Background: an optimization exercise with open tools, aiming at small area, a short achievable clock period and few clock cycles per item. Do not read the settings as production practice.
Only simulation tests tie the RTL to the original design; equivalence was not proved.

// cordic_sqrt_seq
module cordic_sqrt_seq (
 input         rstx,
 input         clk,
 input         start,
 input  [15:0] din,
 output        busy,
 output [15:0] dout
);
Size: ~820 cells after synthesis, ~69 flip-flops, about 0.0068 mm² of cells after synthesis.
Settings: LEC_CHECK=0, CAP_MARGIN=20, CORE_MARGIN=2, CORE_UTILIZATION=65, CTS_BUF_LIST=sky130_fd_sc_hd__clkbuf_8, SETUP_SLACK_MARGIN=2.1, SLEW_MARGIN=20; clock period 6.0 ns.
standard.sh (not shown) runs the stock make flow with config.mk's settings and CLKGATE_MAP_FILE= SYNTH_SCRIPT=/design/flow/synth_recipe.tcl, a recipe that flattens the netlist after the stock synthesis.
==> flow/flow/run.sh <==
#!/bin/bash
# Standard layout, with the port buffers made of buf_1 cells instead of the default.
set -euo pipefail
bash standard.sh "BUFFER_PORTS_ARGS=-buffer_cell sky130_fd_sc_hd__buf_1" finish > standard_flow.log 2>&1
The baseline finished with timing, DRC and antenna clean.
Testbench counts at the start, summed over its fixed seeds: cycles 144,000, items 8,000.
Edit:
==> flow/run.sh (new file) <==
#!/bin/bash
# synth_recipe.tcl (not shown) runs the flow's synth.tcl, then flattens the netlist and writes it again
# the make line also repeats each setting of config.mk as NAME=value (left out here)
make -C /OpenROAD-flow-scripts/flow DESIGN_CONFIG=/design/flow/config.mk WORK_HOME=/design/flow/orfs CLKGATE_MAP_FILE= SYNTH_SCRIPT=/design/flow/synth_recipe.tcl finish
- CORE_UTILIZATION: 65 -> 40
- CTS_BUF_LIST: sky130_fd_sc_hd__clkbuf_8 -> unset
- SETUP_SLACK_MARGIN: 2.1 -> unset
removed: flow/flow/run.sh
removed: flow/standard.sh
What happened:
- The new run produced a clean layout
- design area came out higher by 2.3%
- worst setup slack degrades by 0.30 ns
- first-iteration DRC count decreases by 37%
- die area climbs by 60%
- routed wire length decreases by 1.1%
- sequential cell count does not change
- via count falls by 4.0%
- global-route usage goes down by 16 points
- utilization went down by 26 points
Edit:
==> flow/flow/run.sh (new file) <==
#!/bin/bash
# Standard layout, with the port buffers made of buf_1 cells instead of the
# default, and timing repair without gate cloning.
set -euo pipefail
bash standard.sh "BUFFER_PORTS_ARGS=-buffer_cell sky130_fd_sc_hd__buf_1" "SKIP_GATE_CLONING=1" finish > standard_flow.log 2>&1
==> flow/standard.sh (new file) <==
#!/bin/bash
# synth_recipe.tcl (not shown) runs the flow's synth.tcl, then flattens the netlist and writes it again
# the make line also repeats each setting of config.mk as NAME=value (left out here)
make -C /OpenROAD-flow-scripts/flow DESIGN_CONFIG=/design/flow/config.mk WORK_HOME=/design/flow/orfs CLKGATE_MAP_FILE= SYNTH_SCRIPT=/design/flow/synth_recipe.tcl "${@:-finish}"
- CTS_BUF_LIST: unset -> sky130_fd_sc_hd__clkbuf_8
- SETUP_SLACK_MARGIN: unset -> 2.3
removed: flow/run.sh
Non-clock buffer count climbs by 42.
Routed wire length is higher by about 0.6%.
Global-route usage rises by 0.34 points.
Via count barely changes.
Critical path depth rose by 2.
Hold slack gains 0.013 ns.
Final area grows by about 1%.
Utilization climbs by 0.43 points.
Edit:
==> flow/flow/run.sh (replaced) <==
#!/bin/bash
# Standard layout, with the port buffers made of buf_1 cells instead of the default.
set -euo pipefail
bash standard.sh "BUFFER_PORTS_ARGS=-buffer_cell sky130_fd_sc_hd__buf_1" finish > standard_flow.log 2>&1
- CTS_BUF_LIST: sky130_fd_sc_hd__clkbuf_8 -> unset
- SETUP_SLACK_MARGIN: 2.3 -> 2.6
- TNS_END_PERCENT: unset -> 10
=> Fmax grows slightly; sequential share of layout area falls by 1.3 points; wire length rose by roughly a tenth; global-route usage grows by 2.7 points.
Edit:
- CTS_BUF_LIST: unset -> sky130_fd_sc_hd__clkbuf_8
- SETUP_SLACK_MARGIN: 2.6 -> 2.1
- TNS_END_PERCENT: 10 -> unset
What happened: The changed run finished with timing, DRC and antenna clean; die area stays the same; setup slack degrades by 0.17 ns; global-route usage fell by 2.7 points; synthesized area is unchanged; cell area fell by 9.4%; maximum frequency fell by 4.5%; via count fell by 7.0%.
Edit:
==> flow/run.sh (new file) <==
#!/bin/bash
# synth_recipe.tcl (not shown) runs the flow's synth.tcl, then flattens the netlist and writes it again
# the make line also repeats each setting of config.mk as NAME=value (left out here)
make -C /OpenROAD-flow-scripts/flow DESIGN_CONFIG=/design/flow/config.mk WORK_HOME=/design/flow/orfs CLKGATE_MAP_FILE= SYNTH_SCRIPT=/design/flow/synth_recipe.tcl finish
- CTS_BUF_LIST: sky130_fd_sc_hd__clkbuf_8 -> unset
- SETUP_SLACK_MARGIN: 2.1 -> 2.3
removed: flow/flow/run.sh
removed: flow/standard.sh
After rerunning:
- routed wire length rose by about 5%
- fmax rose by 2.2%
- setup slack improves by 0.081 ns
- sequential share of layout area fell by 1.8 points
- clock-buffer cell count rose by 1
- hold slack degrades by 0.014 ns

* * *

run A:
Starting RTL as in the previous note.
## cordic_sqrt_seq
module cordic_sqrt_seq (
 input         rstx,
 input         clk,
 input         start,
 input  [15:0] din,
 output        busy,
 output [15:0] dout
);
reg  [4:0] cnt;
wire [4:0] ncnt = start ? 5'd1 :
                  ((cnt == 5'd17) || (cnt == 5'd0)) ? 5'd0 : cnt + 5'd1;
always @(posedge clk or negedge rstx)
  if (!rstx) cnt <= 5'd0;
  else       cnt <= ncnt;
assign busy = (cnt != 5'd0);
reg [7:0] selx_n;   
reg [7:0] sely_n;   
reg       mm_n;     
reg       cord_n;   
reg       yx_n;     
always @(*) begin
  sely_n = 8'b00000001;
  case (ncnt)
  5'd1: sely_n = 8'b00000001;
  5'd2: sely_n = 8'b00000010;
  5'd3: sely_n = 8'b00000100;
  5'd4: sely_n = 8'b00001000;
  5'd5: sely_n = 8'b00001000;
  5'd6: sely_n = 8'b00010000;
  5'd7: sely_n = 8'b00100000;
  5'd8: sely_n = 8'b01000000;
  5'd9: sely_n = 8'b10000000;
  default: sely_n = 8'b00000001;
  endcase
  mm_n = 1'b0;
  case (ncnt)
  5'd10: begin selx_n = 8'b00000001; mm_n = 1'b0; end
  5'd11: begin selx_n = 8'b00000100; mm_n = 1'b1; end
  5'd12: begin selx_n = 8'b00001000; mm_n = 1'b1; end
  5'd13: begin selx_n = 8'b00000100; mm_n = 1'b0; end
  5'd14: begin selx_n = 8'b00000010; mm_n = 1'b0; end
  5'd15: begin selx_n = 8'b00000010; mm_n = 1'b1; end
  5'd16: begin selx_n = 8'b00000010; mm_n = 1'b1; end
  5'd17: begin selx_n = 8'b00000010; mm_n = 1'b0; end
  default: selx_n = sely_n;
  endcase
  cord_n = (ncnt != 5'd0) && (ncnt <= 5'd9);
  yx_n   = (ncnt >= 5'd9);
end
reg [7:0] selx, sely;
reg       cord, yx, rnd;
always @(posedge clk) begin
  selx <= selx_n;
  sely <= sely_n;
  cord <= cord_n;
  yx   <= yx_n;
  rnd  <= (ncnt == 5'd11);
end
reg  [20:0] X;
reg  [20:0] Y;
wire [28:0] yext = {{8{Y[20]}}, Y};
wire [28:0] xext = {8'd0, X};
reg  [20:0] ysh, xsh;
integer i, k;
always @(*) begin
  for (i = 0; i < 21; i = i + 1) begin
    ysh[i] = 1'b0;
    xsh[i] = 1'b0;
  ...
clock: 6.0 ns
lec_check: 0
cap_margin: 20
core_margin: 2
core_utilization: 40
setup_slack_margin: 2.3
slew_margin: 20
==> flow/flow/run.sh <==
#!/bin/bash
# Standard layout, with the port buffers made of buf_1 cells instead of the default.
set -euo pipefail
bash standard.sh "BUFFER_PORTS_ARGS=-buffer_cell sky130_fd_sc_hd__buf_1" finish > standard_flow.log 2>&1
Testbench counts of run A, summed over its fixed seeds: cycles 144,000, items 8,000.
Input-level comparison between run B and run A:
Settings: swapping 2.3 for 2.6 in SETUP_SLACK_MARGIN.
==> flow/run.sh (new file) <==
#!/bin/bash
# synth_recipe.tcl (not shown) runs the flow's synth.tcl, then flattens the netlist and writes it again
# the make line also repeats each setting of config.mk as NAME=value (left out here)
make -C /OpenROAD-flow-scripts/flow DESIGN_CONFIG=/design/flow/config.mk WORK_HOME=/design/flow/orfs CLKGATE_MAP_FILE= SYNTH_SCRIPT=/design/flow/synth_recipe.tcl finish
removed: flow/flow/run.sh
removed: flow/standard.sh
==> comparison <==
Delta(final worst setup slack, run B - run A) > 0
Run B: all stages complete, timing, DRC and antenna checks passed
The wire length of the first global-routing pass in run B is 1.15 times that in run A.
Run B: portion of the clock cycle consumed by the worst path in the final layout lower than run A
Detailed route wirelength on metal2, run A and run B, higher one = run B.
Run B against run A: via count of the routed design up 10%; post-route standard cell area excluding fillers up about 16%.
Run A → run B: area used by multi-input combinational logic rose 350 sq um, clock tree skew after final layout about even.
> inputs changed (run B -> run C)
Settings: an added PLACE_DENSITY of 0.6; an added CTS_BUF_LIST of sky130_fd_sc_hd__clkbuf_8; a change of SETUP_SLACK_MARGIN from 2.6 to 2.2.
==> flow/flow/run.sh (new file) <==
#!/bin/bash
# Standard layout, with the port buffers made of buf_1 cells instead of the default.
set -euo pipefail
bash standard.sh "BUFFER_PORTS_ARGS=-buffer_cell sky130_fd_sc_hd__buf_1" finish > standard_flow.log 2>&1
==> flow/standard.sh (new file) <==
#!/bin/bash
# synth_recipe.tcl (not shown) runs the flow's synth.tcl, then flattens the netlist and writes it again
# the make line also repeats each setting of config.mk as NAME=value (left out here)
make -C /OpenROAD-flow-scripts/flow DESIGN_CONFIG=/design/flow/config.mk WORK_HOME=/design/flow/orfs CLKGATE_MAP_FILE= SYNTH_SCRIPT=/design/flow/synth_recipe.tcl "${@:-finish}"
removed: flow/run.sh
- Run B → run C: count of antenna-violating nets left after detailed routing held steady; first-pass GRT wire length shrank by about 13%.
- For run B, the critical path's slowest cell was sky130_fd_sc_hd__edfxtp_1, unlike run C, where it was sky130_fd_sc_hd__or4_4.

* * *

oak:
Another version of the RTL of cordic_sqrt_seq (not shown whole).
Size: roughly 850 cells after synthesis, about 6900 um^2 of cells after synthesis.
export LEC_CHECK = 0
export CAP_MARGIN = 20
export CORE_MARGIN = 2
export CORE_UTILIZATION = 40
export SLEW_MARGIN = 70
create_clock -name core_clock -period 6.0 [get_ports {clk}]
run.sh (not shown) runs the stock make flow with config.mk's settings and CLKGATE_MAP_FILE= SYNTH_SCRIPT=/design/flow/synth_recipe.tcl, a recipe that flattens the netlist after the stock synthesis.
Stock flow here: none of the scripts above is used.
Testbench counts of oak, summed over its fixed seeds: cycles 144,000, items 8,000.
Edits applied to the flow inputs when going from oak to pine:
- a change of SLEW_MARGIN from 70 to 20
### Flow results
pine finished end to end and its layout was clean on timing, DRC and antenna. Multi-input logic area shrinks slightly when moving from oak to pine. When the final numbers for pine and oak were put side by side, the area after detailed placement turned out to be greater in oak. Between oak and pine, the clock skew after layout figures differ only marginally. Compared with oak, pine shows a critical path arrival that is 1.27 ns higher. On wire length, pine and oak are neck and neck. pine against oak: count of nets after finishing went down; count of cell instances traversed by the critical path now sits higher.

* * *

RTL: one of the versions met above, not the one the previous note started from.
For scale: about 820 cells after synthesis, about 36 I/O pins, ~0.0068 sq mm of cells after synthesis.
clock: 6.0 ns
lec_check: 0
cap_margin: 20
core_margin: 2
core_utilization: 40
cts_buf_list: sky130_fd_sc_hd__clkbuf_8
setup_slack_margin: 2.2
slew_margin: 20
standard.sh (not shown) runs the stock make flow with config.mk's settings and CLKGATE_MAP_FILE= SYNTH_SCRIPT=/design/flow/synth_recipe.tcl, a recipe that flattens the netlist after the stock synthesis.
==> flow/flow/run.sh <==
#!/bin/bash
# Standard layout, with the port buffers made of buf_1 cells instead of the default.
set -euo pipefail
bash standard.sh "BUFFER_PORTS_ARGS=-buffer_cell sky130_fd_sc_hd__buf_1" finish > standard_flow.log 2>&1
Testbench counts at the start, summed over its fixed seeds: cycles 144,000, items 8,000.
Rerun with:
--- a/flow/config.mk
+++ b/flow/config.mk
@@ -12,2 +12,3 @@
 export SETUP_SLACK_MARGIN = 2.2
 export SLEW_MARGIN = 20
+export TNS_END_PERCENT = 50
Result: Count of clock-buffer cells in the layout stays the same. Final area stays the same. Sequential cell count stays the same. Non-clock buffer count stays the same. Register-to-register slack stays flat.

* * *

RTL: one of the versions met above, not the one the previous note started from.
For scale: roughly 850 cells after synthesis, ~68 flip-flops, roughly 0.0069 mm² of cells after synthesis.
// cordic_sqrt_seq
module cordic_sqrt_seq (
 input         rstx,
 input         clk,
 input         start,
 input  [15:0] din,
 output        busy,
 output [15:0] dout
);
reg  [4:0] cnt;
wire [4:0] ncnt = start ? 5'd1 :
                  ((cnt == 5'd17) || (cnt == 5'd0)) ? 5'd0 : cnt + 5'd1;
always @(posedge clk or negedge rstx)
  if (!rstx) cnt <= 5'd0;
  else       cnt <= ncnt;
assign busy = (cnt != 5'd0);
reg [7:0] selx_n;   
reg [7:0] sely_n;   
reg       mm_n;     
reg       cord_n;   
reg       yx_n;     
always @(*) begin
  sely_n = 8'b00000001;
  case (ncnt)
  5'd1: sely_n = 8'b00000001;
  5'd2: sely_n = 8'b00000010;
  5'd3: sely_n = 8'b00000100;
  5'd4: sely_n = 8'b00001000;
  5'd5: sely_n = 8'b00001000;
  5'd6: sely_n = 8'b00010000;
  5'd7: sely_n = 8'b00100000;
  5'd8: sely_n = 8'b01000000;
  5'd9: sely_n = 8'b10000000;
  default: sely_n = 8'b00000001;
  endcase
  mm_n = 1'b0;
  case (ncnt)
  5'd10: begin selx_n = 8'b00000001; mm_n = 1'b0; end
  5'd11: begin selx_n = 8'b00000100; mm_n = 1'b1; end
  5'd12: begin selx_n = 8'b00001000; mm_n = 1'b1; end
  5'd13: begin selx_n = 8'b00000100; mm_n = 1'b0; end
  5'd14: begin selx_n = 8'b00000010; mm_n = 1'b0; end
  5'd15: begin selx_n = 8'b00000010; mm_n = 1'b1; end
  5'd16: begin selx_n = 8'b00000010; mm_n = 1'b1; end
  5'd17: begin selx_n = 8'b00000010; mm_n = 1'b0; end
  default: selx_n = sely_n;
  endcase
  cord_n = (ncnt != 5'd0) && (ncnt <= 5'd9);
  yx_n   = (ncnt >= 5'd9);
end
reg [7:0] selx, sely;
reg       mm, cord, yx;
always @(posedge clk) begin
  selx <= selx_n;
  sely <= sely_n;
  mm   <= mm_n;
  cord <= cord_n;
  yx   <= yx_n;
end
reg  [20:0] X;
reg  [20:0] Y;
wire [28:0] yext = {{8{Y[20]}}, Y};
wire [28:0] xext = {8'd0, X};
reg  [20:0] ysh, xsh;
integer i, k;
always @(*) begin
  for (i = 0; i < 21; i = i + 1) begin
    ysh[i] = 1'b0;
    xsh[i] = 1'b0;
    for (k = 0; k < 8; k = k + 1) begin
      ysh[i] = ysh[i] | (selx[k] & yext[i + k + 1]);
      xsh[i] = xsh[i] | (sely[k] & xext[i + k + 1]);
    end
  end
end
reg         mx, cx, my;
wire [20:0] xsum, ysum;
pfx_add #(.W(21)) u_xadd (.a(X), .b(ysh ^ {21{mx}}), .ci(cx), .s(xsum));
  ...
Settings: LEC_CHECK=0, CAP_MARGIN=60, CORE_MARGIN=2, CORE_UTILIZATION=40, SETUP_SLACK_MARGIN=2.0, SLEW_MARGIN=75; clock period 6.0 ns.
run.sh (not shown) runs the stock make flow with config.mk's settings and CLKGATE_MAP_FILE= SYNTH_SCRIPT=/design/flow/synth_recipe.tcl, a recipe that flattens the netlist after the stock synthesis.
Stock flow here: none of the scripts above is used.
The starting point completed with no timing, DRC or antenna violations.
Testbench counts at the start, summed over its fixed seeds: cycles 144,000, items 8,000.
Change:
CAP_MARGIN = 20   (was 60)
CORE_UTILIZATION = 70   (was 40)
PLACE_DENSITY = 0.8   (was default)
SETUP_SLACK_MARGIN = 3.5   (was 2.0)
SLEW_MARGIN = 20   (was 75)
Now the flow failed in 5_1_grt.
Synthesized area is unchanged.
Synthesized cell count does not change.

-- re-timing with driven ports --
In the flow no input, the clock included, has a driving cell. The finished layouts below were timed again as built, in two steps.
Step 1 sets driving cells, clkbuf_16 on the clock port and buf_2 on the other inputs (assumed; they add their load-dependent delay and slew).
Step 2 also shifts input and output timing later by t, the mid clock arrival at the registers, as if the neighbouring blocks saw the same clock.
Slacks: ideal / step 1 / step 2; pairs: ideal / step 1.
| run | t (ns) | setup WS [ns] | worst hold slack (ns) | worst data-port slew with drivers (ns) |
|---|---|---|---|---|
| the first run of note 1 | 0.403 | 2.208 / 2.208 / 2.208 | 0.548 / 0.548 / 0.548 | 0.06 |
| the second run of note 1 | 0.388 | 1.910 / 1.910 / 1.910 | 0.494 / 0.494 / 0.494 | 0.04 |
| the third run of note 1 | 0.409 | 2.375 / 2.375 / 2.314 | 0.506 / 0.506 / 0.506 | 0.03 |
| the fourth run of note 1 | 0.386 | 2.440 / 2.440 / 2.178 | 0.500 / 0.500 / 0.500 | 0.05 |
| the fifth run of note 1 | 0.411 | 2.274 / 2.274 / 2.274 | 0.506 / 0.506 / 0.506 | 0.03 |
| the sixth run of note 1 | 0.391 | 2.354 / 2.354 / 2.258 | 0.492 / 0.492 / 0.492 | 0.04 |
| run A | 0.385 | 2.328 / 2.328 / 2.324 | 0.503 / 0.503 / 0.503 | 0.03 |
| run B | 0.386 | 2.503 / 2.503 / 2.503 | 0.499 / 0.499 / 0.499 | 0.04 |
| run C | 0.414 | 2.315 / 2.315 / 2.315 | 0.505 / 0.505 / 0.505 | 0.03 |
| oak | 0.381 | 2.096 / 2.057 / 2.208 | 0.501 / 0.501 / 0.501 | 0.04 |
| pine | 0.383 | 2.099 / 2.069 / 1.987 | 0.487 / 0.487 / 0.487 | 0.04 |
| the first run of note 4 | 0.414 | 2.315 / 2.315 / 2.315 | 0.505 / 0.505 / 0.505 | 0.03 |
| the second run of note 4 | 0.414 | 2.315 / 2.315 / 2.315 | 0.505 / 0.505 / 0.505 | 0.03 |
| the first run of note 5 | 0.390 | 2.205 / 2.161 / 2.229 | 0.490 / 0.490 / 0.490 | 0.04 |
After both steps every run listed still meets setup and hold. The setup slack of the fourth run of note 1, which loses most, moves by 0.000 ns with the drivers and by -0.262 ns with both steps.
